Background: an optimization exercise with open tools, aiming at small area and a short achievable clock period. Do not read the settings as production practice.

==> run a <==
Design image_enhance, start of the top module:
module image_enhance (
    input  logic        clk,
    input  logic        reset,
    input  logic        stall,
    input  logic [80:0] img,
    input  logic [71:0] fil,
    input  logic [8:0]  add_img,
    output logic [29:0] out
);
    logic [80:0] g_r;
    logic [71:0] f_r;
    logic        v1;      
    always_ff @(posedge clk) begin
        if (!stall) begin
            g_r <= img;
            f_r <= fil;
        end
    end
    logic pp1;
    logic pp2;
    logic pp3;
    logic pp4;
    logic pp5;
    logic pp6;
    logic pp7;
    logic pp8;
    logic pp9;
    logic pp10;
    logic pp11;
    logic pp12;
    logic pp13;
    logic pp14;
    logic pp15;
    logic pp16;
    logic pp17;
    logic pp18;
    logic pp19;
    logic pp20;
    logic pp21;
    logic pp22;
    logic pp23;
    logic pp24;
    logic pp25;
    logic pp26;
    logic pp27;
    logic pp28;
    logic pp29;
    logic pp30;
    logic pp31;
    logic pp32;
    logic pp33;
    logic pp34;
    logic pp35;
    logic pp36;
    logic pp37;
    logic pp38;
    logic pp39;
    logic pp40;
    logic pp41;
    logic pp42;
    logic pp43;
    logic pp44;
    logic pp45;
    logic pp46;
    logic pp47;
    logic pp48;
    logic pp49;
    logic pp50;
    logic pp51;
    logic pp52;
    logic pp53;
    logic pp54;
    logic pp55;
    logic pp56;
    logic pp57;
    logic pp58;
    logic pp59;
    logic pp60;
    logic pp61;
    logic pp62;
    logic pp63;
    logic pp64;
    logic pp65;
    logic pp66;
    logic pp67;
    logic pp68;
    logic pp69;
    logic pp70;
    logic pp71;
    logic pp72;
    logic pp73;
    logic pp74;
    logic pp75;
    logic pp76;
    logic pp77;
    logic pp78;
    logic pp79;
    logic pp80;
    logic pp81;
    logic pp82;
    logic pp83;
    logic pp84;
    logic pp85;
    logic pp86;
    logic pp87;
    logic pp88;
    logic pp89;
    logic pp90;
    logic pp91;
    logic pp92;
    logic pp93;
    logic pp94;
    logic pp95;
    logic pp96;
    logic pp97;
  ...
clock: 20.0 ns
lec_check: 0
cap_margin: 20
core_margin: 2
core_utilization: 30
slew_margin: 20
standard.sh (not shown) runs the stock make flow with config.mk's settings and CLKGATE_MAP_FILE= SYNTH_SCRIPT=/design/flow/synth_recipe.tcl, a recipe that flattens the netlist after the stock synthesis.
==> flow/flow/run.sh <==
#!/bin/bash
# Layout flow: the standard synthesis, then a netlist pass that removes
# inverters around the full-adder cells (flow/invopt.py: cell polarities chosen so fewer inverters are needed), then the standard
# ORFS flow from floorplan to finish with the settings in flow/settings.txt.
set -euo pipefail
R=orfs/results/sky130hd/image_enhance/base
bash standard.sh synth > synth.log 2>&1
python3 flow/invopt.py $R/1_2_yosys.v $R/1_2_yosys_invopt.v > invopt.log 2>&1
cp $R/1_2_yosys.v $R/1_2_yosys_orig.v
cp $R/1_2_yosys_invopt.v $R/1_2_yosys.v
rm -f $R/1_synth.odb $R/1_synth.sdc
mapfile -t EXTRA < flow/settings.txt
bash standard.sh "${EXTRA[@]}" finish > finish.log 2>&1
Other scripts of this flow, unchanged in this note and not shown: flow/flow/invopt.py, flow/flow/settings.txt
==> run b: changes against run a <==
--- a/flow/design.v
+++ b/flow/design.v
@@ -3975,35 +3975,39 @@
     assign s1973 = c1898 ^ c1934 ^ s1935;
     assign c1974 = (c1898 & c1934) | (s1935 & (c1898 ^ c1934));
     logic [19:0] x1, x0, x;
     assign x1 = {c1974, c1972, c1970, c1968, c1966, c1964, c1962, c1960, c1958, c1956, c1954, c1952, c1950, c1948, c1946, c1944, c1942, c1940, c1938, s1937} + {c1936, s1973, s1971, s1969, s1967, s1965, s1963, s1961, s1959, s1957, s1955, s1953, s1951, s1949, s1947, s1945, s1943, s1941, s1939, s1899};
     assign x0 = 20'd510 + 20'(d2 ? a_r : 9'd0);
     assign x = (s2 & d2) ? x1 : x0;
     logic [16:0] xh_r;
     logic        xn_r;
+    logic        on_r;    
     logic        d3;      
     always_ff @(posedge clk) begin
         if (!stall) begin
             xh_r <= x[19:3];
             xn_r <= x[19] & (|x[2:0]);
+            on_r <= x[19] & ~((&x[18:3]) & (|x[2:0]));
         end
     end
     logic signed [16:0] o_r;
-    logic               o_s;
+    logic               o_s, o_t;
     always_ff @(posedge clk) begin
         if (reset) begin
             o_r <= 17'd0;
             o_s <= 1'b0;
+            o_t <= 1'b0;
         end else if (!stall) begin
             o_r <= d3 ? xh_r + {16'd0, xn_r} : 17'd0;
             o_s <= d3 & xh_r[16] & ~(xn_r & (&xh_r[15:0]));
+            o_t <= d3 & on_r;
         end
     end
-    assign out = {{7{o_s}}, {7{o_r[16]}}, o_r[15:0]};
+    assign out = {{4{o_t}}, {5{o_s}}, {5{o_r[16]}}, o_r[15:0]};
     always_ff @(posedge clk) begin
         if (reset) begin
             v1 <= 1'b0;
             s2 <= 1'b0;
             d2 <= 1'b0;
             d3 <= 1'b0;
         end else if (!stall) begin
             v1 <= 1'b1;
==> run c: changes against run a <==
Settings changed: CTS_BUF_LIST from default to sky130_fd_sc_hd__clkbuf_8.
==> qor summary <==
                                                                               run c                    run b                    run a
Status                                                       complete, no violations  complete, no violations  complete, no violations
Hold Path End                                                                o_r[14]                   o_r[1]                  o_r[12]
Placer's final routability congestion estimate                                0.9166                   0.9331                   0.9358
Met3 capacity usage during global routing                                     3.849%                   4.206%                   3.769%
Clock tree cell share of total cell area                                      3.572%                   3.640%                   3.371%
Highest cell delay on the worst timing path                                  0.38 ns                  0.37 ns                  0.39 ns
Cell chosen for the clock root                                              clkbuf_8                clkbuf_16                clkbuf_16
Syn avg cell area                                                          12.89 um2                12.95 um2                12.89 um2
Fraction of layout instances using a drive strength above 1                   10.20%                   9.491%                   9.744%
Number of global-route vias before repair                                     18.56k                   18.78k                   18.66k
Initial cell density of the core                                              30.24%                   30.28%                   30.24%
Part of the cycle the worst path needs                                        25.93%                   25.53%                   25.61%
Fillers                                                                         8543                     8542                     8480
# clock sinks                                                                    274                      276                      274
Number of nets at the end of the flow                                           3126                     3138                     3113
Post-cts sizing count                                                             76                       92                       76
Critical path peak fanout                                                          8                        5                        8
Buffer count excluding the clock tree in the final layout                        272                      290                      279
Inverters                                                                         86                       91                       86
No functional check of the RTL was part of any run of this note.

[port drivers added, routing unchanged]
No port has a modelled driver above. Below, the same layouts with a new extraction and two added sets of constraints.
Step 1 sets driving cells, clkbuf_16 on the clock port and buf_2 on the other inputs (assumed; they add their load-dependent delay and slew).
Step 2 adds t to the input delays and takes it off the output delays; t is the mean of the earliest and latest rising clock arrival at the registers after step 1. Input paths then give back, and output paths get back, about the clock's delay inside the block.
Three values: no drivers, after step 1, after step 2; two values: the first two.
run | shift t [ns] | slack for setup (ns) | worst data-port slew with drivers (ns)
run a | 0.654 | 14.878 / 14.821 / 14.497 | 0.09
run b | 0.646 | 14.893 / 14.828 / 14.469 | 0.04
run c | 0.706 | 14.814 / 14.755 / 14.314 | 0.08
After both steps every run listed still meets setup and hold. The setup slack of run c, which loses most, moves by -0.059 ns with the drivers and by -0.500 ns with both steps.
